This design comes from an exercise in tuning for small area on the open sky130 flow, not from production work. In this exercise RTL edits were held to simulation tests only and were not proved equivalent to the original.

## flow/design.v (module list and top-level ports; edited modules follow where they fit)
// module BTN_IF: 26 lines
// module SamplingCtrl: 64 lines
// module Oscillator: 27 lines
// module SharedMul: 2010 lines
// module Interpolator: 274 lines
// module dds_core: 44 lines
module dds_core (
    input   wire        clk,         
    input   wire        rst_n,       
    input   wire        btn,         
    output  wire [11:0] dac_out,     
    output  wire [2:0]  mode         
);
  // ...
==> flow/run.sh <==
#!/bin/bash
# synth_recipe.tcl (not shown) runs the flow's synth.tcl, then flattens the netlist and writes it again
# the make line also repeats each setting of config.mk as NAME=value (left out here)
make -C /OpenROAD-flow-scripts/flow DESIGN_CONFIG=/design/flow/config.mk WORK_HOME=/design/flow/orfs CLKGATE_MAP_FILE= SYNTH_SCRIPT=/design/flow/synth_recipe.tcl finish
==> flow/config.mk <==
export PLATFORM = sky130hd
export DESIGN_NAME = dds_core
export DESIGN_NICKNAME = dds_core
export VERILOG_FILES = /design/flow/design.v
export SDC_FILE = /design/flow/constraint.sdc
export NUM_CORES = 4
export LEC_CHECK = 0
export CAP_MARGIN = 20
export CORE_MARGIN = 2
export CORE_UTILIZATION = 40
export PLACE_DENSITY = 0.6
export SLEW_MARGIN = 20
==> flow/constraint.sdc <==
create_clock -name core_clock -period 15.0 [get_ports {clk}]
set_input_delay 3.0000 -clock core_clock [delete_from_list [all_inputs] [get_ports {clk}]]
set_output_delay 3.0000 -clock core_clock [all_outputs]
set_load 0.01 [all_outputs]
==> results.cfg, run 1 <==
[run_status]
status = no timing/DRC/antenna violations

[die]
core_sq_um = 57800
initial_utilization_pct = 40.5
taps = 765
dieArea_sq_um = 60500
num_rows = 88

[worst_setup_path]
path_buf_inv = 7
max_stage_delay_ps = 890
cp-startpoint = m_osc.r_out_1[0]
worstPathArrival_ps = 13500
rrSetupSlack_ps = 1840

[synthesis]
synth_xor_area_share_pct = 4.29
ys.flop_type = dfrtp_1
synth_edf_count = 0
yosysTopAreaCell = fa_1

[clock_network]
cts_setup_buffers = 0

[layout]
clk_share_pct = 2.34
final_layout_size_suffix_gt1_share_pct = 6.00
final_cell_mix = inv_1, fa_1, nor2_1, nand2_1, ha_1

[hold_path]
hold_depth = 0
whs_endpoint = m_BtnIf.rIntBtn[1]

[drt]
drt_iter0_drc = 2448
met3_length_microns = 8180

[grt]
use_met3_pct = 5.70
==> run 2, diff against run 1 <==
--- a/flow/design.v
+++ b/flow/design.v
@@ -216,176 +216,130 @@
     wire dsub_G13 = dsub_g25 | (dsub_p25 & dsub_g24);
     wire dsub_P13 = dsub_p25 & dsub_p24;
     wire dsub_G14 = dsub_g27 | (dsub_p27 & dsub_g26);
     wire dsub_P14 = dsub_p27 & dsub_p26;
     wire dsub_G15 = dsub_g29 | (dsub_p29 & dsub_g28);
     wire dsub_P15 = dsub_p29 & dsub_p28;
     wire dsub_G16 = dsub_g31 | (dsub_p31 & dsub_g30);
     wire dsub_P16 = dsub_p31 & dsub_p30;
-    wire dsub_G17 = dsub_g2 | (dsub_p2 & dsub_G1);
-    wire dsub_P17 = dsub_p2 & dsub_P1;
-    wire dsub_G18 = dsub_G2 | (dsub_P2 & dsub_G1);
-    wire dsub_P18 = dsub_P2 & dsub_P1;
-    wire dsub_G19 = dsub_g6 | (dsub_p6 & dsub_G3);
-    wire dsub_P19 = dsub_p6 & dsub_P3;
-    wire dsub_G20 = dsub_G4 | (dsub_P4 & dsub_G3);
-    wire dsub_P20 = dsub_P4 & dsub_P3;
-    wire dsub_G21 = dsub_g10 | (dsub_p10 & dsub_G5);
-    wire dsub_P21 = dsub_p10 & dsub_P5;
-    wire dsub_G22 = dsub_G6 | (dsub_P6 & dsub_G5);
-    wire dsub_P22 = dsub_P6 & dsub_P5;
-    wire dsub_G23 = dsub_g14 | (dsub_p14 & dsub_G7);
-    wire dsub_P23 = dsub_p14 & dsub_P7;
-    wire dsub_G24 = dsub_G8 | (dsub_P8 & dsub_G7);
-    wire dsub_P24 = dsub_P8 & dsub_P7;
-    wire dsub_G25 = dsub_g18 | (dsub_p18 & dsub_G9);
-    wire dsub_P25 = dsub_p18 & dsub_P9;
-    wire dsub_G26 = dsub_G10 | (dsub_P10 & dsub_G9);
-    wire dsub_P26 = dsub_P10 & dsub_P9;
-    wire dsub_G27 = dsub_g22 | (dsub_p22 & dsub_G11);
-    wire dsub_P27 = dsub_p22 & dsub_P11;
-    wire dsub_G28 = dsub_G12 | (dsub_P12 & dsub_G11);
-    wire dsub_P28 = dsub_P12 & dsub_P11;
-    wire dsub_G29 = dsub_g26 | (dsub_p26 & dsub_G13);
-    wire dsub_P29 = dsub_p26 & dsub_P13;
-    wire dsub_G30 = dsub_G14 | (dsub_P14 & dsub_G13);
-    wire dsub_P30 = dsub_P14 & dsub_P13;
-    wire dsub_G31 = dsub_g30 | (dsub_p30 & dsub_G15);
-    wire dsub_P31 = dsub_p30 & dsub_P15;
-    wire dsub_G32 = dsub_G16 | (dsub_P16 & dsub_G15);
-    wire dsub_P32 = dsub_P16 & dsub_P15;
-    wire dsub_G33 = dsub_g4 | (dsub_p4 & dsub_G18);
-    wire dsub_P33 = dsub_p4 & dsub_P18;
-    wire dsub_G34 = dsub_G3 | (dsub_P3 & dsub_G18);
-    wire dsub_P34 = dsub_P3 & dsub_P18;
-    wire dsub_G35 = dsub_G19 | (dsub_P19 & dsub_G18);
-    wire dsub_P35 = dsub_P19 & dsub_P18;
-    wire dsub_G36 = dsub_G20 | (dsub_P20 & dsub_G18);
-    wire dsub_P36 = dsub_P20 & dsub_P18;
-    wire dsub_G37 = dsub_g12 | (dsub_p12 & dsub_G22);
-    wire dsub_P37 = dsub_p12 & dsub_P22;
-    wire dsub_G38 = dsub_G7 | (dsub_P7 & dsub_G22);
-    wire dsub_P38 = dsub_P7 & dsub_P22;
-    wire dsub_G39 = dsub_G23 | (dsub_P23 & dsub_G22);
-    wire dsub_P39 = dsub_P23 & dsub_P22;
-    wire dsub_G40 = dsub_G24 | (dsub_P24 & dsub_G22);
-    wire dsub_P40 = dsub_P24 & dsub_P22;
-    wire dsub_G41 = dsub_g20 | (dsub_p20 & dsub_G26);
-    wire dsub_P41 = dsub_p20 & dsub_P26;
-    wire dsub_G42 = dsub_G11 | (dsub_P11 & dsub_G26);
-    wire dsub_P42 = dsub_P11 & dsub_P26;
-    wire dsub_G43 = dsub_G27 | (dsub_P27 & dsub_G26);
-    wire dsub_P43 = dsub_P27 & dsub_P26;
-    wire dsub_G44 = dsub_G28 | (dsub_P28 & dsub_G26);
-    wire dsub_P44 = dsub_P28 & dsub_P26;
-    wire dsub_G45 = dsub_g28 | (dsub_p28 & dsub_G30);
-    wire dsub_P45 = dsub_p28 & dsub_P30;
-    wire dsub_G46 = dsub_G15 | (dsub_P15 & dsub_G30);
-    wire dsub_P46 = dsub_P15 & dsub_P30;
-    wire dsub_G47 = dsub_G31 | (dsub_P31 & dsub_G30);
-    wire dsub_P47 = dsub_P31 & dsub_P30;
-    wire dsub_G48 = dsub_G32 | (dsub_P32 & dsub_G30);
-    wire dsub_P48 = dsub_P32 & dsub_P30;
-    wire dsub_G49 = dsub_g8 | (dsub_p8 & dsub_G36);
-    wire dsub_P49 = dsub_p8 & dsub_P36;
-    wire dsub_G50 = dsub_G5 | (dsub_P5 & dsub_G36);
-    wire dsub_P50 = dsub_P5 & dsub_P36;
-    wire dsub_G51 = dsub_G21 | (dsub_P21 & dsub_G36);
-    wire dsub_P51 = dsub_P21 & dsub_P36;
-    wire dsub_G52 = dsub_G22 | (dsub_P22 & dsub_G36);
-    wire dsub_P52 = dsub_P22 & dsub_P36;
-    wire dsub_G53 = dsub_G37 | (dsub_P37 & dsub_G36);
-    wire dsub_P53 = dsub_P37 & dsub_P36;
-    wire dsub_G54 = dsub_G38 | (dsub_P38 & dsub_G36);
-    wire dsub_P54 = dsub_P38 & dsub_P36;
-    wire dsub_G55 = dsub_G39 | (dsub_P39 & dsub_G36);
-    wire dsub_P55 = dsub_P39 & dsub_P36;
-    wire dsub_G56 = dsub_G40 | (dsub_P40 & dsub_G36);
-    wire dsub_P56 = dsub_P40 & dsub_P36;
-    wire dsub_G57 = dsub_g24 | (dsub_p24 & dsub_G44);
-    wire dsub_P57 = dsub_p24 & dsub_P44;
-    wire dsub_G58 = dsub_G13 | (dsub_P13 & dsub_G44);
-    wire dsub_P58 = dsub_P13 & dsub_P44;
-    wire dsub_G59 = dsub_G29 | (dsub_P29 & dsub_G44);
-    wire dsub_P59 = dsub_P29 & dsub_P44;
-    wire dsub_G60 = dsub_G30 | (dsub_P30 & dsub_G44);
-    wire dsub_P60 = dsub_P30 & dsub_P44;
-    wire dsub_G61 = dsub_G45 | (dsub_P45 & dsub_G44);
-    wire dsub_P61 = dsub_P45 & dsub_P44;
-    wire dsub_G62 = dsub_G46 | (dsub_P46 & dsub_G44);
-    wire dsub_P62 = dsub_P46 & dsub_P44;
-    wire dsub_G63 = dsub_G47 | (dsub_P47 & dsub_G44);
-    wire dsub_P63 = dsub_P47 & dsub_P44;
-    wire dsub_G64 = dsub_G48 | (dsub_P48 & dsub_G44);
-    wire dsub_P64 = dsub_P48 & dsub_P44;
-    wire dsub_G65 = dsub_g16 | (dsub_p16 & dsub_G56);
-    wire dsub_P65 = dsub_p16 & dsub_P56;
-    wire dsub_G66 = dsub_G9 | (dsub_P9 & dsub_G56);
-    wire dsub_P66 = dsub_P9 & dsub_P56;
-    wire dsub_G67 = dsub_G25 | (dsub_P25 & dsub_G56);
-    wire dsub_P67 = dsub_P25 & dsub_P56;
-    wire dsub_G68 = dsub_G26 | (dsub_P26 & dsub_G56);
-    wire dsub_P68 = dsub_P26 & dsub_P56;
-    wire dsub_G69 = dsub_G41 | (dsub_P41 & dsub_G56);
-    wire dsub_P69 = dsub_P41 & dsub_P56;
-    wire dsub_G70 = dsub_G42 | (dsub_P42 & dsub_G56);
-    wire dsub_P70 = dsub_P42 & dsub_P56;
-    wire dsub_G71 = dsub_G43 | (dsub_P43 & dsub_G56);
-    wire dsub_P71 = dsub_P43 & dsub_P56;
-    wire dsub_G72 = dsub_G44 | (dsub_P44 & dsub_G56);
-    wire dsub_P72 = dsub_P44 & dsub_P56;
-    wire dsub_G73 = dsub_G57 | (dsub_P57 & dsub_G56);
-    wire dsub_P73 = dsub_P57 & dsub_P56;
-    wire dsub_G74 = dsub_G58 | (dsub_P58 & dsub_G56);
-    wire dsub_P74 = dsub_P58 & dsub_P56;
-    wire dsub_G75 = dsub_G59 | (dsub_P59 & dsub_G56);
-    wire dsub_P75 = dsub_P59 & dsub_P56;
-    wire dsub_G76 = dsub_G60 | (dsub_P60 & dsub_G56);
-    wire dsub_P76 = dsub_P60 & dsub_P56;
-    wire dsub_G77 = dsub_G61 | (dsub_P61 & dsub_G56);
-    wire dsub_P77 = dsub_P61 & dsub_P56;
-    wire dsub_G78 = dsub_G62 | (dsub_P62 & dsub_G56);
-    wire dsub_P78 = dsub_P62 & dsub_P56;
-    wire dsub_G79 = dsub_G63 | (dsub_P63 & dsub_G56);
-    wire dsub_P79 = dsub_P63 & dsub_P56;
-    wire dsub_G80 = dsub_G64 | (dsub_P64 & dsub_G56);
-    wire dsub_P80 = dsub_P64 & dsub_P56;
+    wire dsub_G17 = dsub_G2 | (dsub_P2 & dsub_G1);
+    wire dsub_P17 = dsub_P2 & dsub_P1;
+    wire dsub_G18 = dsub_G4 | (dsub_P4 & dsub_G3);
+    wire dsub_P18 = dsub_P4 & dsub_P3;
+    wire dsub_G19 = dsub_G6 | (dsub_P6 & dsub_G5);
+    wire dsub_P19 = dsub_P6 & dsub_P5;
+    wire dsub_G20 = dsub_G8 | (dsub_P8 & dsub_G7);
+    wire dsub_P20 = dsub_P8 & dsub_P7;
+    wire dsub_G21 = dsub_G10 | (dsub_P10 & dsub_G9);
+    wire dsub_P21 = dsub_P10 & dsub_P9;
+    wire dsub_G22 = dsub_G12 | (dsub_P12 & dsub_G11);
+    wire dsub_P22 = dsub_P12 & dsub_P11;
+    wire dsub_G23 = dsub_G14 | (dsub_P14 & dsub_G13);
+    wire dsub_P23 = dsub_P14 & dsub_P13;
+    wire dsub_G24 = dsub_G16 | (dsub_P16 & dsub_G15);
+    wire dsub_P24 = dsub_P16 & dsub_P15;
+    wire dsub_G25 = dsub_G18 | (dsub_P18 & dsub_G17);
+    wire dsub_P25 = dsub_P18 & dsub_P17;
+    wire dsub_G26 = dsub_G20 | (dsub_P20 & dsub_G19);
+    wire dsub_P26 = dsub_P20 & dsub_P19;
+    wire dsub_G27 = dsub_G22 | (dsub_P22 & dsub_G21);
+    wire dsub_P27 = dsub_P22 & dsub_P21;
+    wire dsub_G28 = dsub_G24 | (dsub_P24 & dsub_G23);
+    wire dsub_P28 = dsub_P24 & dsub_P23;
+    wire dsub_G29 = dsub_G26 | (dsub_P26 & dsub_G25);
+    wire dsub_P29 = dsub_P26 & dsub_P25;
+    wire dsub_G30 = dsub_G28 | (dsub_P28 & dsub_G27);
+    wire dsub_P30 = dsub_P28 & dsub_P27;
+    wire dsub_G31 = dsub_G30 | (dsub_P30 & dsub_G29);
+    wire dsub_P31 = dsub_P30 & dsub_P29;
+    wire dsub_G32 = dsub_G27 | (dsub_P27 & dsub_G29);
+    wire dsub_P32 = dsub_P27 & dsub_P29;
+    wire dsub_G33 = dsub_G19 | (dsub_P19 & dsub_G25);
+    wire dsub_P33 = dsub_P19 & dsub_P25;
+    wire dsub_G34 = dsub_G21 | (dsub_P21 & dsub_G29);
+    wire dsub_P34 = dsub_P21 & dsub_P29;
+    wire dsub_G35 = dsub_G23 | (dsub_P23 & dsub_G32);
+    wire dsub_P35 = dsub_P23 & dsub_P32;
+    wire dsub_G36 = dsub_G3 | (dsub_P3 & dsub_G17);
+    wire dsub_P36 = dsub_P3 & dsub_P17;
+    wire dsub_G37 = dsub_G5 | (dsub_P5 & dsub_G25);
+    wire dsub_P37 = dsub_P5 & dsub_P25;
+    wire dsub_G38 = dsub_G7 | (dsub_P7 & dsub_G33);
+    wire dsub_P38 = dsub_P7 & dsub_P33;
+    wire dsub_G39 = dsub_G9 | (dsub_P9 & dsub_G29);
+    wire dsub_P39 = dsub_P9 & dsub_P29;
+    wire dsub_G40 = dsub_G11 | (dsub_P11 & dsub_G34);
+    wire dsub_P40 = dsub_P11 & dsub_P34;
+    wire dsub_G41 = dsub_G13 | (dsub_P13 & dsub_G32);
+    wire dsub_P41 = dsub_P13 & dsub_P32;
+    wire dsub_G42 = dsub_G15 | (dsub_P15 & dsub_G35);
+    wire dsub_P42 = dsub_P15 & dsub_P35;
+    wire dsub_G43 = dsub_g2 | (dsub_p2 & dsub_G1);
+    wire dsub_P43 = dsub_p2 & dsub_P1;
+    wire dsub_G44 = dsub_g4 | (dsub_p4 & dsub_G17);
+    wire dsub_P44 = dsub_p4 & dsub_P17;
+    wire dsub_G45 = dsub_g6 | (dsub_p6 & dsub_G36);
+    wire dsub_P45 = dsub_p6 & dsub_P36;
+    wire dsub_G46 = dsub_g8 | (dsub_p8 & dsub_G25);
+    wire dsub_P46 = dsub_p8 & dsub_P25;
+    wire dsub_G47 = dsub_g10 | (dsub_p10 & dsub_G37);
+    wire dsub_P47 = dsub_p10 & dsub_P37;
+    wire dsub_G48 = dsub_g12 | (dsub_p12 & dsub_G33);
+    wire dsub_P48 = dsub_p12 & dsub_P33;
+    wire dsub_G49 = dsub_g14 | (dsub_p14 & dsub_G38);
+    wire dsub_P49 = dsub_p14 & dsub_P38;
+    wire dsub_G50 = dsub_g16 | (dsub_p16 & dsub_G29);
+    wire dsub_P50 = dsub_p16 & dsub_P29;
+    wire dsub_G51 = dsub_g18 | (dsub_p18 & dsub_G39);
+    wire dsub_P51 = dsub_p18 & dsub_P39;
+    wire dsub_G52 = dsub_g20 | (dsub_p20 & dsub_G34);
+    wire dsub_P52 = dsub_p20 & dsub_P34;
+    wire dsub_G53 = dsub_g22 | (dsub_p22 & dsub_G40);
+    wire dsub_P53 = dsub_p22 & dsub_P40;
+    wire dsub_G54 = dsub_g24 | (dsub_p24 & dsub_G32);
+    wire dsub_P54 = dsub_p24 & dsub_P32;
+    wire dsub_G55 = dsub_g26 | (dsub_p26 & dsub_G41);
+    wire dsub_P55 = dsub_p26 & dsub_P41;
+    wire dsub_G56 = dsub_g28 | (dsub_p28 & dsub_G35);
+    wire dsub_P56 = dsub_p28 & dsub_P35;
+    wire dsub_G57 = dsub_g30 | (dsub_p30 & dsub_G42);
+    wire dsub_P57 = dsub_p30 & dsub_P42;
     wire dsub_s0 = dsub_p0 ^ 1'b1;
     wire dsub_s1 = dsub_p1 ^ dsub_g0c;
     wire dsub_s2 = dsub_p2 ^ dsub_G1;
-    wire dsub_s3 = dsub_p3 ^ dsub_G17;
-    wire dsub_s4 = dsub_p4 ^ dsub_G18;
-    wire dsub_s5 = dsub_p5 ^ dsub_G33;
-    wire dsub_s6 = dsub_p6 ^ dsub_G34;
-    wire dsub_s7 = dsub_p7 ^ dsub_G35;
-    wire dsub_s8 = dsub_p8 ^ dsub_G36;
-    wire dsub_s9 = dsub_p9 ^ dsub_G49;
-    wire dsub_s10 = dsub_p10 ^ dsub_G50;
-    wire dsub_s11 = dsub_p11 ^ dsub_G51;
-    wire dsub_s12 = dsub_p12 ^ dsub_G52;
-    wire dsub_s13 = dsub_p13 ^ dsub_G53;
-    wire dsub_s14 = dsub_p14 ^ dsub_G54;
-    wire dsub_s15 = dsub_p15 ^ dsub_G55;
-    wire dsub_s16 = dsub_p16 ^ dsub_G56;
-    wire dsub_s17 = dsub_p17 ^ dsub_G65;
-    wire dsub_s18 = dsub_p18 ^ dsub_G66;
-    wire dsub_s19 = dsub_p19 ^ dsub_G67;
-    wire dsub_s20 = dsub_p20 ^ dsub_G68;
-    wire dsub_s21 = dsub_p21 ^ dsub_G69;
-    wire dsub_s22 = dsub_p22 ^ dsub_G70;
-    wire dsub_s23 = dsub_p23 ^ dsub_G71;
-    wire dsub_s24 = dsub_p24 ^ dsub_G72;
-    wire dsub_s25 = dsub_p25 ^ dsub_G73;
-    wire dsub_s26 = dsub_p26 ^ dsub_G74;
-    wire dsub_s27 = dsub_p27 ^ dsub_G75;
-    wire dsub_s28 = dsub_p28 ^ dsub_G76;
-    wire dsub_s29 = dsub_p29 ^ dsub_G77;
-    wire dsub_s30 = dsub_p30 ^ dsub_G78;
-    wire dsub_s31 = dsub_p31 ^ dsub_G79;
+    wire dsub_s3 = dsub_p3 ^ dsub_G43;
+    wire dsub_s4 = dsub_p4 ^ dsub_G17;
+    wire dsub_s5 = dsub_p5 ^ dsub_G44;
+    wire dsub_s6 = dsub_p6 ^ dsub_G36;
+    wire dsub_s7 = dsub_p7 ^ dsub_G45;
+    wire dsub_s8 = dsub_p8 ^ dsub_G25;
+    wire dsub_s9 = dsub_p9 ^ dsub_G46;
+    wire dsub_s10 = dsub_p10 ^ dsub_G37;
+    wire dsub_s11 = dsub_p11 ^ dsub_G47;
+    wire dsub_s12 = dsub_p12 ^ dsub_G33;
+    wire dsub_s13 = dsub_p13 ^ dsub_G48;
+    wire dsub_s14 = dsub_p14 ^ dsub_G38;
+    wire dsub_s15 = dsub_p15 ^ dsub_G49;
+    wire dsub_s16 = dsub_p16 ^ dsub_G29;
+    wire dsub_s17 = dsub_p17 ^ dsub_G50;
+    wire dsub_s18 = dsub_p18 ^ dsub_G39;
+    wire dsub_s19 = dsub_p19 ^ dsub_G51;
+    wire dsub_s20 = dsub_p20 ^ dsub_G34;
+    wire dsub_s21 = dsub_p21 ^ dsub_G52;
+    wire dsub_s22 = dsub_p22 ^ dsub_G40;
+    wire dsub_s23 = dsub_p23 ^ dsub_G53;
+    wire dsub_s24 = dsub_p24 ^ dsub_G32;
+    wire dsub_s25 = dsub_p25 ^ dsub_G54;
+    wire dsub_s26 = dsub_p26 ^ dsub_G41;
+    wire dsub_s27 = dsub_p27 ^ dsub_G55;
+    wire dsub_s28 = dsub_p28 ^ dsub_G35;
+    wire dsub_s29 = dsub_p29 ^ dsub_G56;
+    wire dsub_s30 = dsub_p30 ^ dsub_G42;
+    wire dsub_s31 = dsub_p31 ^ dsub_G57;
     wire [31:0] d = {dsub_s31, dsub_s30, dsub_s29, dsub_s28, dsub_s27, dsub_s26, dsub_s25, dsub_s24, dsub_s23, dsub_s22, dsub_s21, dsub_s20, dsub_s19, dsub_s18, dsub_s17, dsub_s16, dsub_s15, dsub_s14, dsub_s13, dsub_s12, dsub_s11, dsub_s10, dsub_s9, dsub_s8, dsub_s7, dsub_s6, dsub_s5, dsub_s4, dsub_s3, dsub_s2, dsub_s1, dsub_s0};
     assign dtop = d[31:29];
     wire [31:0] mx = osc ? y1 : d;
     wire [2:0] msel = osc ? 3'd5 : mode;
     wire [31:0] xm1 = mx;
     wire x3_g0 = mx[1] & mx[0];
     wire x3_p0 = mx[1] ^ mx[0];
     wire x3_g1 = mx[2] & mx[1];
@@ -479,179 +433,133 @@
     wire x3_G13 = x3_g25 | (x3_p25 & x3_g24);
     wire x3_P13 = x3_p25 & x3_p24;
     wire x3_G14 = x3_g27 | (x3_p27 & x3_g26);
     wire x3_P14 = x3_p27 & x3_p26;
     wire x3_G15 = x3_g29 | (x3_p29 & x3_g28);
     wire x3_P15 = x3_p29 & x3_p28;
     wire x3_G16 = x3_g31 | (x3_p31 & x3_g30);
     wire x3_P16 = x3_p31 & x3_p30;
-    wire x3_G17 = x3_g2 | (x3_p2 & x3_G1);
-    wire x3_P17 = x3_p2 & x3_P1;
-    wire x3_G18 = x3_G2 | (x3_P2 & x3_G1);
-    wire x3_P18 = x3_P2 & x3_P1;
-    wire x3_G19 = x3_g6 | (x3_p6 & x3_G3);
-    wire x3_P19 = x3_p6 & x3_P3;
-    wire x3_G20 = x3_G4 | (x3_P4 & x3_G3);
-    wire x3_P20 = x3_P4 & x3_P3;
-    wire x3_G21 = x3_g10 | (x3_p10 & x3_G5);
-    wire x3_P21 = x3_p10 & x3_P5;
-    wire x3_G22 = x3_G6 | (x3_P6 & x3_G5);
-    wire x3_P22 = x3_P6 & x3_P5;
-    wire x3_G23 = x3_g14 | (x3_p14 & x3_G7);
-    wire x3_P23 = x3_p14 & x3_P7;
-    wire x3_G24 = x3_G8 | (x3_P8 & x3_G7);
-    wire x3_P24 = x3_P8 & x3_P7;
-    wire x3_G25 = x3_g18 | (x3_p18 & x3_G9);
-    wire x3_P25 = x3_p18 & x3_P9;
-    wire x3_G26 = x3_G10 | (x3_P10 & x3_G9);
-    wire x3_P26 = x3_P10 & x3_P9;
-    wire x3_G27 = x3_g22 | (x3_p22 & x3_G11);
-    wire x3_P27 = x3_p22 & x3_P11;
-    wire x3_G28 = x3_G12 | (x3_P12 & x3_G11);
-    wire x3_P28 = x3_P12 & x3_P11;
-    wire x3_G29 = x3_g26 | (x3_p26 & x3_G13);
-    wire x3_P29 = x3_p26 & x3_P13;
-    wire x3_G30 = x3_G14 | (x3_P14 & x3_G13);
-    wire x3_P30 = x3_P14 & x3_P13;
-    wire x3_G31 = x3_g30 | (x3_p30 & x3_G15);
-    wire x3_P31 = x3_p30 & x3_P15;
-    wire x3_G32 = x3_G16 | (x3_P16 & x3_G15);
-    wire x3_P32 = x3_P16 & x3_P15;
-    wire x3_G33 = x3_g4 | (x3_p4 & x3_G18);
-    wire x3_P33 = x3_p4 & x3_P18;
-    wire x3_G34 = x3_G3 | (x3_P3 & x3_G18);
-    wire x3_P34 = x3_P3 & x3_P18;
-    wire x3_G35 = x3_G19 | (x3_P19 & x3_G18);
-    wire x3_P35 = x3_P19 & x3_P18;
-    wire x3_G36 = x3_G20 | (x3_P20 & x3_G18);
-    wire x3_P36 = x3_P20 & x3_P18;
-    wire x3_G37 = x3_g12 | (x3_p12 & x3_G22);
-    wire x3_P37 = x3_p12 & x3_P22;
-    wire x3_G38 = x3_G7 | (x3_P7 & x3_G22);
-    wire x3_P38 = x3_P7 & x3_P22;
-    wire x3_G39 = x3_G23 | (x3_P23 & x3_G22);
-    wire x3_P39 = x3_P23 & x3_P22;
-    wire x3_G40 = x3_G24 | (x3_P24 & x3_G22);
-    wire x3_P40 = x3_P24 & x3_P22;
-    wire x3_G41 = x3_g20 | (x3_p20 & x3_G26);
-    wire x3_P41 = x3_p20 & x3_P26;
-    wire x3_G42 = x3_G11 | (x3_P11 & x3_G26);
-    wire x3_P42 = x3_P11 & x3_P26;
-    wire x3_G43 = x3_G27 | (x3_P27 & x3_G26);
-    wire x3_P43 = x3_P27 & x3_P26;
-    wire x3_G44 = x3_G28 | (x3_P28 & x3_G26);
-    wire x3_P44 = x3_P28 & x3_P26;
-    wire x3_G45 = x3_g28 | (x3_p28 & x3_G30);
-    wire x3_P45 = x3_p28 & x3_P30;
-    wire x3_G46 = x3_G15 | (x3_P15 & x3_G30);
-    wire x3_P46 = x3_P15 & x3_P30;
-    wire x3_G47 = x3_G31 | (x3_P31 & x3_G30);
-    wire x3_P47 = x3_P31 & x3_P30;
-    wire x3_G48 = x3_G32 | (x3_P32 & x3_G30);
-    wire x3_P48 = x3_P32 & x3_P30;
-    wire x3_G49 = x3_g8 | (x3_p8 & x3_G36);
-    wire x3_P49 = x3_p8 & x3_P36;
-    wire x3_G50 = x3_G5 | (x3_P5 & x3_G36);
-    wire x3_P50 = x3_P5 & x3_P36;
-    wire x3_G51 = x3_G21 | (x3_P21 & x3_G36);
-    wire x3_P51 = x3_P21 & x3_P36;
-    wire x3_G52 = x3_G22 | (x3_P22 & x3_G36);
-    wire x3_P52 = x3_P22 & x3_P36;
-    wire x3_G53 = x3_G37 | (x3_P37 & x3_G36);
-    wire x3_P53 = x3_P37 & x3_P36;
-    wire x3_G54 = x3_G38 | (x3_P38 & x3_G36);
-    wire x3_P54 = x3_P38 & x3_P36;
-    wire x3_G55 = x3_G39 | (x3_P39 & x3_G36);
-    wire x3_P55 = x3_P39 & x3_P36;
-    wire x3_G56 = x3_G40 | (x3_P40 & x3_G36);
-    wire x3_P56 = x3_P40 & x3_P36;
-    wire x3_G57 = x3_g24 | (x3_p24 & x3_G44);
-    wire x3_P57 = x3_p24 & x3_P44;
-    wire x3_G58 = x3_G13 | (x3_P13 & x3_G44);
-    wire x3_P58 = x3_P13 & x3_P44;
-    wire x3_G59 = x3_G29 | (x3_P29 & x3_G44);
-    wire x3_P59 = x3_P29 & x3_P44;
-    wire x3_G60 = x3_G30 | (x3_P30 & x3_G44);
-    wire x3_P60 = x3_P30 & x3_P44;
-    wire x3_G61 = x3_G45 | (x3_P45 & x3_G44);
-    wire x3_P61 = x3_P45 & x3_P44;
-    wire x3_G62 = x3_G46 | (x3_P46 & x3_G44);
-    wire x3_P62 = x3_P46 & x3_P44;
-    wire x3_G63 = x3_G47 | (x3_P47 & x3_G44);
-    wire x3_P63 = x3_P47 & x3_P44;
-    wire x3_G64 = x3_G48 | (x3_P48 & x3_G44);
-    wire x3_P64 = x3_P48 & x3_P44;
-    wire x3_G65 = x3_g16 | (x3_p16 & x3_G56);
-    wire x3_P65 = x3_p16 & x3_P56;
-    wire x3_G66 = x3_G9 | (x3_P9 & x3_G56);
-    wire x3_P66 = x3_P9 & x3_P56;
-    wire x3_G67 = x3_G25 | (x3_P25 & x3_G56);
-    wire x3_P67 = x3_P25 & x3_P56;
-    wire x3_G68 = x3_G26 | (x3_P26 & x3_G56);
-    wire x3_P68 = x3_P26 & x3_P56;
-    wire x3_G69 = x3_G41 | (x3_P41 & x3_G56);
-    wire x3_P69 = x3_P41 & x3_P56;
-    wire x3_G70 = x3_G42 | (x3_P42 & x3_G56);
-    wire x3_P70 = x3_P42 & x3_P56;
-    wire x3_G71 = x3_G43 | (x3_P43 & x3_G56);
-    wire x3_P71 = x3_P43 & x3_P56;
-    wire x3_G72 = x3_G44 | (x3_P44 & x3_G56);
-    wire x3_P72 = x3_P44 & x3_P56;
-    wire x3_G73 = x3_G57 | (x3_P57 & x3_G56);
-    wire x3_P73 = x3_P57 & x3_P56;
-    wire x3_G74 = x3_G58 | (x3_P58 & x3_G56);
-    wire x3_P74 = x3_P58 & x3_P56;
-    wire x3_G75 = x3_G59 | (x3_P59 & x3_G56);
-    wire x3_P75 = x3_P59 & x3_P56;
-    wire x3_G76 = x3_G60 | (x3_P60 & x3_G56);
-    wire x3_P76 = x3_P60 & x3_P56;
-    wire x3_G77 = x3_G61 | (x3_P61 & x3_G56);
-    wire x3_P77 = x3_P61 & x3_P56;
-    wire x3_G78 = x3_G62 | (x3_P62 & x3_G56);
-    wire x3_P78 = x3_P62 & x3_P56;
-    wire x3_G79 = x3_G63 | (x3_P63 & x3_G56);
-    wire x3_P79 = x3_P63 & x3_P56;
-    wire x3_G80 = x3_G64 | (x3_P64 & x3_G56);
-    wire x3_P80 = x3_P64 & x3_P56;
-    wire x3_G81 = x3_g32 | (x3_p32 & x3_G80);
-    wire x3_P81 = x3_p32 & x3_P80;
+    wire x3_G17 = x3_G2 | (x3_P2 & x3_G1);
+    wire x3_P17 = x3_P2 & x3_P1;
+    wire x3_G18 = x3_G4 | (x3_P4 & x3_G3);
+    wire x3_P18 = x3_P4 & x3_P3;
+    wire x3_G19 = x3_G6 | (x3_P6 & x3_G5);
+    wire x3_P19 = x3_P6 & x3_P5;
+    wire x3_G20 = x3_G8 | (x3_P8 & x3_G7);
+    wire x3_P20 = x3_P8 & x3_P7;
+    wire x3_G21 = x3_G10 | (x3_P10 & x3_G9);
+    wire x3_P21 = x3_P10 & x3_P9;
+    wire x3_G22 = x3_G12 | (x3_P12 & x3_G11);
+    wire x3_P22 = x3_P12 & x3_P11;
+    wire x3_G23 = x3_G14 | (x3_P14 & x3_G13);
+    wire x3_P23 = x3_P14 & x3_P13;
+    wire x3_G24 = x3_G16 | (x3_P16 & x3_G15);
+    wire x3_P24 = x3_P16 & x3_P15;
+    wire x3_G25 = x3_G18 | (x3_P18 & x3_G17);
+    wire x3_P25 = x3_P18 & x3_P17;
+    wire x3_G26 = x3_G20 | (x3_P20 & x3_G19);
+    wire x3_P26 = x3_P20 & x3_P19;
+    wire x3_G27 = x3_G22 | (x3_P22 & x3_G21);
+    wire x3_P27 = x3_P22 & x3_P21;
+    wire x3_G28 = x3_G24 | (x3_P24 & x3_G23);
+    wire x3_P28 = x3_P24 & x3_P23;
+    wire x3_G29 = x3_G26 | (x3_P26 & x3_G25);
+    wire x3_P29 = x3_P26 & x3_P25;
+    wire x3_G30 = x3_G28 | (x3_P28 & x3_G27);
+    wire x3_P30 = x3_P28 & x3_P27;
+    wire x3_G31 = x3_G30 | (x3_P30 & x3_G29);
+    wire x3_P31 = x3_P30 & x3_P29;
+    wire x3_G32 = x3_G27 | (x3_P27 & x3_G29);
+    wire x3_P32 = x3_P27 & x3_P29;
+    wire x3_G33 = x3_G19 | (x3_P19 & x3_G25);
+    wire x3_P33 = x3_P19 & x3_P25;
+    wire x3_G34 = x3_G21 | (x3_P21 & x3_G29);
+    wire x3_P34 = x3_P21 & x3_P29;
+    wire x3_G35 = x3_G23 | (x3_P23 & x3_G32);
+    wire x3_P35 = x3_P23 & x3_P32;
+    wire x3_G36 = x3_G3 | (x3_P3 & x3_G17);
+    wire x3_P36 = x3_P3 & x3_P17;
+    wire x3_G37 = x3_G5 | (x3_P5 & x3_G25);
+    wire x3_P37 = x3_P5 & x3_P25;
+    wire x3_G38 = x3_G7 | (x3_P7 & x3_G33);
+    wire x3_P38 = x3_P7 & x3_P33;
+    wire x3_G39 = x3_G9 | (x3_P9 & x3_G29);
+    wire x3_P39 = x3_P9 & x3_P29;
+    wire x3_G40 = x3_G11 | (x3_P11 & x3_G34);
+    wire x3_P40 = x3_P11 & x3_P34;
+    wire x3_G41 = x3_G13 | (x3_P13 & x3_G32);
+    wire x3_P41 = x3_P13 & x3_P32;
+    wire x3_G42 = x3_G15 | (x3_P15 & x3_G35);
+    wire x3_P42 = x3_P15 & x3_P35;
+    wire x3_G43 = x3_g2 | (x3_p2 & x3_G1);
+    wire x3_P43 = x3_p2 & x3_P1;
+    wire x3_G44 = x3_g4 | (x3_p4 & x3_G17);
+    wire x3_P44 = x3_p4 & x3_P17;
+    wire x3_G45 = x3_g6 | (x3_p6 & x3_G36);
+    wire x3_P45 = x3_p6 & x3_P36;
+    wire x3_G46 = x3_g8 | (x3_p8 & x3_G25);
+    wire x3_P46 = x3_p8 & x3_P25;
+    wire x3_G47 = x3_g10 | (x3_p10 & x3_G37);
+    wire x3_P47 = x3_p10 & x3_P37;
+    wire x3_G48 = x3_g12 | (x3_p12 & x3_G33);
+    wire x3_P48 = x3_p12 & x3_P33;
+    wire x3_G49 = x3_g14 | (x3_p14 & x3_G38);
+    wire x3_P49 = x3_p14 & x3_P38;
+    wire x3_G50 = x3_g16 | (x3_p16 & x3_G29);
+    wire x3_P50 = x3_p16 & x3_P29;
+    wire x3_G51 = x3_g18 | (x3_p18 & x3_G39);
+    wire x3_P51 = x3_p18 & x3_P39;
+    wire x3_G52 = x3_g20 | (x3_p20 & x3_G34);
+    wire x3_P52 = x3_p20 & x3_P34;
+    wire x3_G53 = x3_g22 | (x3_p22 & x3_G40);
+    wire x3_P53 = x3_p22 & x3_P40;
+    wire x3_G54 = x3_g24 | (x3_p24 & x3_G32);
+    wire x3_P54 = x3_p24 & x3_P32;
+    wire x3_G55 = x3_g26 | (x3_p26 & x3_G41);
+    wire x3_P55 = x3_p26 & x3_P41;
+    wire x3_G56 = x3_g28 | (x3_p28 & x3_G35);
+    wire x3_P56 = x3_p28 & x3_P35;
+    wire x3_G57 = x3_g30 | (x3_p30 & x3_G42);
+    wire x3_P57 = x3_p30 & x3_P42;
+    wire x3_G58 = x3_g32 | (x3_p32 & x3_G31);
+    wire x3_P58 = x3_p32 & x3_P31;
     wire x3_s0 = x3_p0;
     wire x3_s1 = x3_p1 ^ x3_g0;
     wire x3_s2 = x3_p2 ^ x3_G1;
-    wire x3_s3 = x3_p3 ^ x3_G17;
-    wire x3_s4 = x3_p4 ^ x3_G18;
-    wire x3_s5 = x3_p5 ^ x3_G33;
-    wire x3_s6 = x3_p6 ^ x3_G34;
-    wire x3_s7 = x3_p7 ^ x3_G35;
-    wire x3_s8 = x3_p8 ^ x3_G36;
-    wire x3_s9 = x3_p9 ^ x3_G49;
-    wire x3_s10 = x3_p10 ^ x3_G50;
-    wire x3_s11 = x3_p11 ^ x3_G51;
-    wire x3_s12 = x3_p12 ^ x3_G52;
-    wire x3_s13 = x3_p13 ^ x3_G53;
-    wire x3_s14 = x3_p14 ^ x3_G54;
-    wire x3_s15 = x3_p15 ^ x3_G55;
-    wire x3_s16 = x3_p16 ^ x3_G56;
-    wire x3_s17 = x3_p17 ^ x3_G65;
-    wire x3_s18 = x3_p18 ^ x3_G66;
-    wire x3_s19 = x3_p19 ^ x3_G67;
-    wire x3_s20 = x3_p20 ^ x3_G68;
-    wire x3_s21 = x3_p21 ^ x3_G69;
-    wire x3_s22 = x3_p22 ^ x3_G70;
-    wire x3_s23 = x3_p23 ^ x3_G71;
-    wire x3_s24 = x3_p24 ^ x3_G72;
-    wire x3_s25 = x3_p25 ^ x3_G73;
-    wire x3_s26 = x3_p26 ^ x3_G74;
-    wire x3_s27 = x3_p27 ^ x3_G75;
-    wire x3_s28 = x3_p28 ^ x3_G76;
-    wire x3_s29 = x3_p29 ^ x3_G77;
-    wire x3_s30 = x3_p30 ^ x3_G78;
-    wire x3_s31 = x3_p31 ^ x3_G79;
-    wire x3_s32 = x3_p32 ^ x3_G80;
+    wire x3_s3 = x3_p3 ^ x3_G43;
+    wire x3_s4 = x3_p4 ^ x3_G17;
+    wire x3_s5 = x3_p5 ^ x3_G44;
+    wire x3_s6 = x3_p6 ^ x3_G36;
+    wire x3_s7 = x3_p7 ^ x3_G45;
+    wire x3_s8 = x3_p8 ^ x3_G25;
+    wire x3_s9 = x3_p9 ^ x3_G46;
+    wire x3_s10 = x3_p10 ^ x3_G37;
+    wire x3_s11 = x3_p11 ^ x3_G47;
+    wire x3_s12 = x3_p12 ^ x3_G33;
+    wire x3_s13 = x3_p13 ^ x3_G48;
+    wire x3_s14 = x3_p14 ^ x3_G38;
+    wire x3_s15 = x3_p15 ^ x3_G49;
+    wire x3_s16 = x3_p16 ^ x3_G29;
+    wire x3_s17 = x3_p17 ^ x3_G50;
+    wire x3_s18 = x3_p18 ^ x3_G39;
+    wire x3_s19 = x3_p19 ^ x3_G51;
+    wire x3_s20 = x3_p20 ^ x3_G34;
+    wire x3_s21 = x3_p21 ^ x3_G52;
+    wire x3_s22 = x3_p22 ^ x3_G40;
+    wire x3_s23 = x3_p23 ^ x3_G53;
+    wire x3_s24 = x3_p24 ^ x3_G32;
+    wire x3_s25 = x3_p25 ^ x3_G54;
+    wire x3_s26 = x3_p26 ^ x3_G41;
+    wire x3_s27 = x3_p27 ^ x3_G55;
+    wire x3_s28 = x3_p28 ^ x3_G35;
+    wire x3_s29 = x3_p29 ^ x3_G56;
+    wire x3_s30 = x3_p30 ^ x3_G42;
+    wire x3_s31 = x3_p31 ^ x3_G57;
+    wire x3_s32 = x3_p32 ^ x3_G31;
     wire [33:0] xm3 = {x3_s32, x3_s31, x3_s30, x3_s29, x3_s28, x3_s27, x3_s26, x3_s25, x3_s24, x3_s23, x3_s22, x3_s21, x3_s20, x3_s19, x3_s18, x3_s17, x3_s16, x3_s15, x3_s14, x3_s13, x3_s12, x3_s11, x3_s10, x3_s9, x3_s8, x3_s7, x3_s6, x3_s5, x3_s4, x3_s3, x3_s2, x3_s1, x3_s0, mx[0]};
     wire s1 = (msel == 3'd1);
     wire s2 = (msel == 3'd2);
     wire s3 = (msel == 3'd3);
     wire s4 = (msel == 3'd4);
     wire s5 = (msel == 3'd5);
     wire r0_0 = (s1 & xm3[0]) | (s2 & xm1[0]) | (s4 & xm1[0]);
     wire r0_1 = (s1 & xm3[1]) | (s2 & xm1[1]) | (s3 & xm3[0]) | (s4 & xm1[1]) | (s5 & xm3[0]);
@@ -2236,158 +2144,118 @@
     wire acc_G12 = acc_g23 | (acc_p23 & acc_g22);
     wire acc_P12 = acc_p23 & acc_p22;
     wire acc_G13 = acc_g25 | (acc_p25 & acc_g24);
     wire acc_P13 = acc_p25 & acc_p24;
     wire acc_G14 = acc_g27 | (acc_p27 & acc_g26);
     wire acc_P14 = acc_p27 & acc_p26;
     wire acc_G15 = acc_g29 | (acc_p29 & acc_g28);
     wire acc_P15 = acc_p29 & acc_p28;
-    wire acc_G16 = acc_g2 | (acc_p2 & acc_G1);
-    wire acc_P16 = acc_p2 & acc_P1;
-    wire acc_G17 = acc_G2 | (acc_P2 & acc_G1);
-    wire acc_P17 = acc_P2 & acc_P1;
-    wire acc_G18 = acc_g6 | (acc_p6 & acc_G3);
-    wire acc_P18 = acc_p6 & acc_P3;
-    wire acc_G19 = acc_G4 | (acc_P4 & acc_G3);
-    wire acc_P19 = acc_P4 & acc_P3;
-    wire acc_G20 = acc_g10 | (acc_p10 & acc_G5);
-    wire acc_P20 = acc_p10 & acc_P5;
-    wire acc_G21 = acc_G6 | (acc_P6 & acc_G5);
-    wire acc_P21 = acc_P6 & acc_P5;
-    wire acc_G22 = acc_g14 | (acc_p14 & acc_G7);
-    wire acc_P22 = acc_p14 & acc_P7;
-    wire acc_G23 = acc_G8 | (acc_P8 & acc_G7);
-    wire acc_P23 = acc_P8 & acc_P7;
-    wire acc_G24 = acc_g18 | (acc_p18 & acc_G9);
-    wire acc_P24 = acc_p18 & acc_P9;
-    wire acc_G25 = acc_G10 | (acc_P10 & acc_G9);
-    wire acc_P25 = acc_P10 & acc_P9;
-    wire acc_G26 = acc_g22 | (acc_p22 & acc_G11);
-    wire acc_P26 = acc_p22 & acc_P11;
-    wire acc_G27 = acc_G12 | (acc_P12 & acc_G11);
-    wire acc_P27 = acc_P12 & acc_P11;
-    wire acc_G28 = acc_g26 | (acc_p26 & acc_G13);
-    wire acc_P28 = acc_p26 & acc_P13;
-    wire acc_G29 = acc_G14 | (acc_P14 & acc_G13);
-    wire acc_P29 = acc_P14 & acc_P13;
-    wire acc_G30 = acc_g4 | (acc_p4 & acc_G17);
-    wire acc_P30 = acc_p4 & acc_P17;
-    wire acc_G31 = acc_G3 | (acc_P3 & acc_G17);
-    wire acc_P31 = acc_P3 & acc_P17;
-    wire acc_G32 = acc_G18 | (acc_P18 & acc_G17);
-    wire acc_P32 = acc_P18 & acc_P17;
-    wire acc_G33 = acc_G19 | (acc_P19 & acc_G17);
-    wire acc_P33 = acc_P19 & acc_P17;
-    wire acc_G34 = acc_g12 | (acc_p12 & acc_G21);
-    wire acc_P34 = acc_p12 & acc_P21;
-    wire acc_G35 = acc_G7 | (acc_P7 & acc_G21);
-    wire acc_P35 = acc_P7 & acc_P21;
-    wire acc_G36 = acc_G22 | (acc_P22 & acc_G21);
-    wire acc_P36 = acc_P22 & acc_P21;
-    wire acc_G37 = acc_G23 | (acc_P23 & acc_G21);
-    wire acc_P37 = acc_P23 & acc_P21;
-    wire acc_G38 = acc_g20 | (acc_p20 & acc_G25);
-    wire acc_P38 = acc_p20 & acc_P25;
-    wire acc_G39 = acc_G11 | (acc_P11 & acc_G25);
-    wire acc_P39 = acc_P11 & acc_P25;
-    wire acc_G40 = acc_G26 | (acc_P26 & acc_G25);
-    wire acc_P40 = acc_P26 & acc_P25;
-    wire acc_G41 = acc_G27 | (acc_P27 & acc_G25);
-    wire acc_P41 = acc_P27 & acc_P25;
-    wire acc_G42 = acc_g28 | (acc_p28 & acc_G29);
-    wire acc_P42 = acc_p28 & acc_P29;
-    wire acc_G43 = acc_G15 | (acc_P15 & acc_G29);
-    wire acc_P43 = acc_P15 & acc_P29;
-    wire acc_G44 = acc_g8 | (acc_p8 & acc_G33);
-    wire acc_P44 = acc_p8 & acc_P33;
-    wire acc_G45 = acc_G5 | (acc_P5 & acc_G33);
-    wire acc_P45 = acc_P5 & acc_P33;
-    wire acc_G46 = acc_G20 | (acc_P20 & acc_G33);
-    wire acc_P46 = acc_P20 & acc_P33;
-    wire acc_G47 = acc_G21 | (acc_P21 & acc_G33);
-    wire acc_P47 = acc_P21 & acc_P33;
-    wire acc_G48 = acc_G34 | (acc_P34 & acc_G33);
-    wire acc_P48 = acc_P34 & acc_P33;
-    wire acc_G49 = acc_G35 | (acc_P35 & acc_G33);
-    wire acc_P49 = acc_P35 & acc_P33;
-    wire acc_G50 = acc_G36 | (acc_P36 & acc_G33);
-    wire acc_P50 = acc_P36 & acc_P33;
-    wire acc_G51 = acc_G37 | (acc_P37 & acc_G33);
-    wire acc_P51 = acc_P37 & acc_P33;
-    wire acc_G52 = acc_g24 | (acc_p24 & acc_G41);
-    wire acc_P52 = acc_p24 & acc_P41;
-    wire acc_G53 = acc_G13 | (acc_P13 & acc_G41);
-    wire acc_P53 = acc_P13 & acc_P41;
-    wire acc_G54 = acc_G28 | (acc_P28 & acc_G41);
-    wire acc_P54 = acc_P28 & acc_P41;
-    wire acc_G55 = acc_G29 | (acc_P29 & acc_G41);
-    wire acc_P55 = acc_P29 & acc_P41;
-    wire acc_G56 = acc_G42 | (acc_P42 & acc_G41);
-    wire acc_P56 = acc_P42 & acc_P41;
-    wire acc_G57 = acc_G43 | (acc_P43 & acc_G41);
-    wire acc_P57 = acc_P43 & acc_P41;
-    wire acc_G58 = acc_g16 | (acc_p16 & acc_G51);
-    wire acc_P58 = acc_p16 & acc_P51;
-    wire acc_G59 = acc_G9 | (acc_P9 & acc_G51);
-    wire acc_P59 = acc_P9 & acc_P51;
-    wire acc_G60 = acc_G24 | (acc_P24 & acc_G51);
-    wire acc_P60 = acc_P24 & acc_P51;
-    wire acc_G61 = acc_G25 | (acc_P25 & acc_G51);
-    wire acc_P61 = acc_P25 & acc_P51;
-    wire acc_G62 = acc_G38 | (acc_P38 & acc_G51);
-    wire acc_P62 = acc_P38 & acc_P51;
-    wire acc_G63 = acc_G39 | (acc_P39 & acc_G51);
-    wire acc_P63 = acc_P39 & acc_P51;
-    wire acc_G64 = acc_G40 | (acc_P40 & acc_G51);
-    wire acc_P64 = acc_P40 & acc_P51;
-    wire acc_G65 = acc_G41 | (acc_P41 & acc_G51);
-    wire acc_P65 = acc_P41 & acc_P51;
-    wire acc_G66 = acc_G52 | (acc_P52 & acc_G51);
-    wire acc_P66 = acc_P52 & acc_P51;
-    wire acc_G67 = acc_G53 | (acc_P53 & acc_G51);
-    wire acc_P67 = acc_P53 & acc_P51;
-    wire acc_G68 = acc_G54 | (acc_P54 & acc_G51);
-    wire acc_P68 = acc_P54 & acc_P51;
-    wire acc_G69 = acc_G55 | (acc_P55 & acc_G51);
-    wire acc_P69 = acc_P55 & acc_P51;
-    wire acc_G70 = acc_G56 | (acc_P56 & acc_G51);
-    wire acc_P70 = acc_P56 & acc_P51;
-    wire acc_G71 = acc_G57 | (acc_P57 & acc_G51);
-    wire acc_P71 = acc_P57 & acc_P51;
+    wire acc_G16 = acc_G2 | (acc_P2 & acc_G1);
+    wire acc_P16 = acc_P2 & acc_P1;
+    wire acc_G17 = acc_G4 | (acc_P4 & acc_G3);
+    wire acc_P17 = acc_P4 & acc_P3;
+    wire acc_G18 = acc_G6 | (acc_P6 & acc_G5);
+    wire acc_P18 = acc_P6 & acc_P5;
+    wire acc_G19 = acc_G8 | (acc_P8 & acc_G7);
+    wire acc_P19 = acc_P8 & acc_P7;
+    wire acc_G20 = acc_G10 | (acc_P10 & acc_G9);
+    wire acc_P20 = acc_P10 & acc_P9;
+    wire acc_G21 = acc_G12 | (acc_P12 & acc_G11);
+    wire acc_P21 = acc_P12 & acc_P11;
+    wire acc_G22 = acc_G14 | (acc_P14 & acc_G13);
+    wire acc_P22 = acc_P14 & acc_P13;
+    wire acc_G23 = acc_G17 | (acc_P17 & acc_G16);
+    wire acc_P23 = acc_P17 & acc_P16;
+    wire acc_G24 = acc_G19 | (acc_P19 & acc_G18);
+    wire acc_P24 = acc_P19 & acc_P18;
+    wire acc_G25 = acc_G21 | (acc_P21 & acc_G20);
+    wire acc_P25 = acc_P21 & acc_P20;
+    wire acc_G26 = acc_G24 | (acc_P24 & acc_G23);
+    wire acc_P26 = acc_P24 & acc_P23;
+    wire acc_G27 = acc_G25 | (acc_P25 & acc_G26);
+    wire acc_P27 = acc_P25 & acc_P26;
+    wire acc_G28 = acc_G18 | (acc_P18 & acc_G23);
+    wire acc_P28 = acc_P18 & acc_P23;
+    wire acc_G29 = acc_G20 | (acc_P20 & acc_G26);
+    wire acc_P29 = acc_P20 & acc_P26;
+    wire acc_G30 = acc_G22 | (acc_P22 & acc_G27);
+    wire acc_P30 = acc_P22 & acc_P27;
+    wire acc_G31 = acc_G3 | (acc_P3 & acc_G16);
+    wire acc_P31 = acc_P3 & acc_P16;
+    wire acc_G32 = acc_G5 | (acc_P5 & acc_G23);
+    wire acc_P32 = acc_P5 & acc_P23;
+    wire acc_G33 = acc_G7 | (acc_P7 & acc_G28);
+    wire acc_P33 = acc_P7 & acc_P28;
+    wire acc_G34 = acc_G9 | (acc_P9 & acc_G26);
+    wire acc_P34 = acc_P9 & acc_P26;
+    wire acc_G35 = acc_G11 | (acc_P11 & acc_G29);
+    wire acc_P35 = acc_P11 & acc_P29;
+    wire acc_G36 = acc_G13 | (acc_P13 & acc_G27);
+    wire acc_P36 = acc_P13 & acc_P27;
+    wire acc_G37 = acc_G15 | (acc_P15 & acc_G30);
+    wire acc_P37 = acc_P15 & acc_P30;
+    wire acc_G38 = acc_g2 | (acc_p2 & acc_G1);
+    wire acc_P38 = acc_p2 & acc_P1;
+    wire acc_G39 = acc_g4 | (acc_p4 & acc_G16);
+    wire acc_P39 = acc_p4 & acc_P16;
+    wire acc_G40 = acc_g6 | (acc_p6 & acc_G31);
+    wire acc_P40 = acc_p6 & acc_P31;
+    wire acc_G41 = acc_g8 | (acc_p8 & acc_G23);
+    wire acc_P41 = acc_p8 & acc_P23;
+    wire acc_G42 = acc_g10 | (acc_p10 & acc_G32);
+    wire acc_P42 = acc_p10 & acc_P32;
+    wire acc_G43 = acc_g12 | (acc_p12 & acc_G28);
+    wire acc_P43 = acc_p12 & acc_P28;
+    wire acc_G44 = acc_g14 | (acc_p14 & acc_G33);
+    wire acc_P44 = acc_p14 & acc_P33;
+    wire acc_G45 = acc_g16 | (acc_p16 & acc_G26);
+    wire acc_P45 = acc_p16 & acc_P26;
+    wire acc_G46 = acc_g18 | (acc_p18 & acc_G34);
+    wire acc_P46 = acc_p18 & acc_P34;
+    wire acc_G47 = acc_g20 | (acc_p20 & acc_G29);
+    wire acc_P47 = acc_p20 & acc_P29;
+    wire acc_G48 = acc_g22 | (acc_p22 & acc_G35);
+    wire acc_P48 = acc_p22 & acc_P35;
+    wire acc_G49 = acc_g24 | (acc_p24 & acc_G27);
+    wire acc_P49 = acc_p24 & acc_P27;
+    wire acc_G50 = acc_g26 | (acc_p26 & acc_G36);
+    wire acc_P50 = acc_p26 & acc_P36;
+    wire acc_G51 = acc_g28 | (acc_p28 & acc_G30);
+    wire acc_P51 = acc_p28 & acc_P30;
     wire acc_s0 = acc_p0;
     wire acc_s1 = acc_p1 ^ acc_g0;
     wire acc_s2 = acc_p2 ^ acc_G1;
-    wire acc_s3 = acc_p3 ^ acc_G16;
-    wire acc_s4 = acc_p4 ^ acc_G17;
-    wire acc_s5 = acc_p5 ^ acc_G30;
+    wire acc_s3 = acc_p3 ^ acc_G38;
+    wire acc_s4 = acc_p4 ^ acc_G16;
+    wire acc_s5 = acc_p5 ^ acc_G39;
     wire acc_s6 = acc_p6 ^ acc_G31;
-    wire acc_s7 = acc_p7 ^ acc_G32;
-    wire acc_s8 = acc_p8 ^ acc_G33;
-    wire acc_s9 = acc_p9 ^ acc_G44;
-    wire acc_s10 = acc_p10 ^ acc_G45;
-    wire acc_s11 = acc_p11 ^ acc_G46;
-    wire acc_s12 = acc_p12 ^ acc_G47;
-    wire acc_s13 = acc_p13 ^ acc_G48;
-    wire acc_s14 = acc_p14 ^ acc_G49;
-    wire acc_s15 = acc_p15 ^ acc_G50;
-    wire acc_s16 = acc_p16 ^ acc_G51;
-    wire acc_s17 = acc_p17 ^ acc_G58;
-    wire acc_s18 = acc_p18 ^ acc_G59;
-    wire acc_s19 = acc_p19 ^ acc_G60;
-    wire acc_s20 = acc_p20 ^ acc_G61;
-    wire acc_s21 = acc_p21 ^ acc_G62;
-    wire acc_s22 = acc_p22 ^ acc_G63;
-    wire acc_s23 = acc_p23 ^ acc_G64;
-    wire acc_s24 = acc_p24 ^ acc_G65;
-    wire acc_s25 = acc_p25 ^ acc_G66;
-    wire acc_s26 = acc_p26 ^ acc_G67;
-    wire acc_s27 = acc_p27 ^ acc_G68;
-    wire acc_s28 = acc_p28 ^ acc_G69;
-    wire acc_s29 = acc_p29 ^ acc_G70;
+    wire acc_s7 = acc_p7 ^ acc_G40;
+    wire acc_s8 = acc_p8 ^ acc_G23;
+    wire acc_s9 = acc_p9 ^ acc_G41;
+    wire acc_s10 = acc_p10 ^ acc_G32;
+    wire acc_s11 = acc_p11 ^ acc_G42;
+    wire acc_s12 = acc_p12 ^ acc_G28;
+    wire acc_s13 = acc_p13 ^ acc_G43;
+    wire acc_s14 = acc_p14 ^ acc_G33;
+    wire acc_s15 = acc_p15 ^ acc_G44;
+    wire acc_s16 = acc_p16 ^ acc_G26;
+    wire acc_s17 = acc_p17 ^ acc_G45;
+    wire acc_s18 = acc_p18 ^ acc_G34;
+    wire acc_s19 = acc_p19 ^ acc_G46;
+    wire acc_s20 = acc_p20 ^ acc_G29;
+    wire acc_s21 = acc_p21 ^ acc_G47;
+    wire acc_s22 = acc_p22 ^ acc_G35;
+    wire acc_s23 = acc_p23 ^ acc_G48;
+    wire acc_s24 = acc_p24 ^ acc_G27;
+    wire acc_s25 = acc_p25 ^ acc_G49;
+    wire acc_s26 = acc_p26 ^ acc_G36;
+    wire acc_s27 = acc_p27 ^ acc_G50;
+    wire acc_s28 = acc_p28 ^ acc_G30;
+    wire acc_s29 = acc_p29 ^ acc_G51;
     wire [29:0] Out_next = {acc_s29, acc_s28, acc_s27, acc_s26, acc_s25, acc_s24, acc_s23, acc_s22, acc_s21, acc_s20, acc_s19, acc_s18, acc_s17, acc_s16, acc_s15, acc_s14, acc_s13, acc_s12, acc_s11, acc_s10, acc_s9, acc_s8, acc_s7, acc_s6, acc_s5, acc_s4, acc_s3, acc_s2, acc_s1, acc_s0};
     always @(posedge Fg_CLK)
         dreg <= (DDSMode == 3'd0 || DDSMode > 3'd4) ? {{27{dtop[2]}}, dtop}    
                                                     : (dprod | ({30{DDSReady}} & dready));
     always @(posedge Fg_CLK or negedge Fg_RESETn) begin
         if (~Fg_RESETn) begin
             Enable_delay <= 1'b1;
             Out          <= 30'd0;
==> results.cfg, run 2 <==
[layout]
fin_util_pct = 43.2
syn_to_final_growth_pct = 7.00
final_cells = 3365
final_cell_mix = inv_1, fa_1, nor2_1, nand2_1, ha_1
nets = 3077
top_regs = m_osc.r_out_1 x32, m_osc.r_out_2 x32
final_layout_size_suffix_gt1_share_pct = 5.92
layout_commonest_cell = inv_1
diodes = 0

[worst_setup_path]
r2r_start = m_osc.r_out_1[0]
rrSetupSlack_ps = 600
worstPathArrival_ps = 14750
r2r_cells = 44
crit_required_ps = 15350
critPathCaptureType = flip-flop
critPathKind = reg -> reg
crit_path_frequent_cell = fa_1
cp-startpoint = m_osc.r_out_1[0]
crit_slowest_cell = a2111oi_0
r2r_end = m_osc.r_out_1[30]
max_stage_delay_ps = 800
critPathLaunchType = flip-flop
path_max_fanout = 9

[place]
numPortBuffers = 17
gp_congestion = 1.01
hpwl_microns = 67700
placed_cells = 3333

[clock_network]
hold_buffers = 0
cts_root_buf = clkbuf_16
cts.sinks = 183
clock_latency_ps = 460
path_clk_slew_ps = 70
clk_path_buf_depth = 2
cts_tree = yes
cts_resized = 0
cts_setup_buffers = 0
htree_levels = 4
numCtsBuffers = 17

[synthesis]
synth_area_sq_um = 23300
ys_seq_elements = 183
async_reset_ff_share_pct = 83.6
synthDistinctLibCells = 85
synth_edf_count = 0
yosysWarnings = 4
syn-num-nets = 3120
synth_top_area_share_pct = 24.7
ys_seq_area_share_pct = 19.1
ys.flop_type = dfrtp_1
synth.most_common_cell = inv_1
synthCells = 2630
netlist_top_cells_area = fa_1, dfrtp_1, ha_1
synth_commonest_cells = inv_1, fa_1, nor2_1, nand2_1, ha_1
yosysTopAreaCell = fa_1
synth.avg_cell_area_sq_um = 8.85

[timing]
finClkSkew_ps = 8.74
fin_setup_tns_ps = 0
fmax_mhz = 69.5
layout_min_cycle_time_ps = 14400
setup_violations = 0
finalHoldViolations = 0
slew_violations = 0
worstMarginPinSlew_ps = 1180
fin_crit_sh_pct = 96.0
grt_setup_unrepaired = no
slew_headroom_pct = 19.6

[drt]
vias = 20665
ant_nets = 0
dr.pass1.iters = 6
drt-vias-per-instance = 6.14
drt_iter0_drc = 2384
drc = 0
wirelength_microns = 85700
wire_per_inst_microns = 25.5

[die]
core_sq_um = 57600
initial_utilization_pct = 40.4
ioPinCount = 18
num_rows = 88
dieArea_sq_um = 60100
die_x_microns = 245
die_h_microns = 245

[grt]
grt_overflow = 0
grt_antenna_before_repair = 0
grt_pass1_vias = 21154
grt_max_degree = 92
grt_usage_pct = 29.1
grt_pass1_wl_microns = 132000

[job]
maxCapViolCount = 0

[run_status]
status = no timing/DRC/antenna violations

[hold_path]
hp-start = m_BtnIf.rIntBtn[0]
whs_endpoint = m_BtnIf.rIntBtn[1]
hold_class = reg -> reg
hold_depth = 0
==> run 2: cell type report <==
type                       instances  area, sq um
fill                            5668        32700
multi-input combinational       2014        17200
sequential                       183         4440
inverter                         303         1140
tap                              765          957
timing repair buffer              68          554
clock buffer                      17          425
clock inverter                    15          141
==> run 2: worst max path at each step <==
stage | end | slack [ps] | cells after the start
detailed placement | m_osc.r_out_1[30] | 970 | 44
floorplan | m_osc.r_out_1[30] | 2890 | 49
CTS | m_osc.r_out_1[30] | 930 | 44
finish | m_osc.r_out_1[30] | 600 | 44
global route | m_osc.r_out_1[30] | 150 | 44
global placement | m_osc.r_out_1[30] | 1450 | 44
==> run 2: per-stage QoR <==
step                hold slack, ps  setup slack (ps)  area [sq um]
global route                   366               150         24900
global placement               345              1450         24300
CTS                            359               929         24900
finish                         357               604         24900
detailed placement             349               974         24300
floorplan                      345              2890         23300
==> run 2: cell families after synthesis <==
kind of cell | Yosys count | synth area share [%]
simple gates | 745 | 14.5
compound gates | 646 | 18.6
fa+ha+maj | 489 | 35.5
buf+inv | 433 | 7.04
flops | 183 | 19.1
xor+xnor | 103 | 3.88
mux | 31 | 1.41
==> run 2: worst max-delay path, delay by kind of cell (launching register included) <==
kind / cells / cell delay (ps)
AOI/OAI and AO/OA: 23 / 6380
xor gates and xnor gates: 1 / 690
adders and majority gates: 11 / 4810
buffers and inverters: 4 / 690
DFF: 1 / 400
muxes: 1 / 570
and+or+nand+nor: 4 / 730
==> run 2: metal layers <==
metal	global-route usage [%]	wire length [microns]
met1	38.5	34600
met2	47.0	39600
met3	5.29	7220
met4	12.1	4230
met5	0	0

-- afterwards: timing with drivers on the ports --
The flow's constraints put no driver on any port. The routed layouts listed below were extracted and timed again, unchanged, in two steps.
Step 1 assumes that a clkbuf_16 drives the clock port and a buf_2 every other input.
Step 2 adds t to the input delays and takes it off the output delays; t is the mean of the earliest and latest rising clock arrival at the registers after step 1. Input paths then give back, and output paths get back, about the clock's delay inside the block.
a / b / c = no drivers / after step 1 / after step 2; a / b = the first two.
| run | t, ns | setup WS [ns] | worst setup path at the end |
|---|---|---|---|
| run 1 | 0.492 | 1.839 / 1.839 / 1.839 | register to register |
| run 2 | 0.506 | 0.604 / 0.604 / 0.604 | register to register |
After both steps every run listed still meets setup and hold.
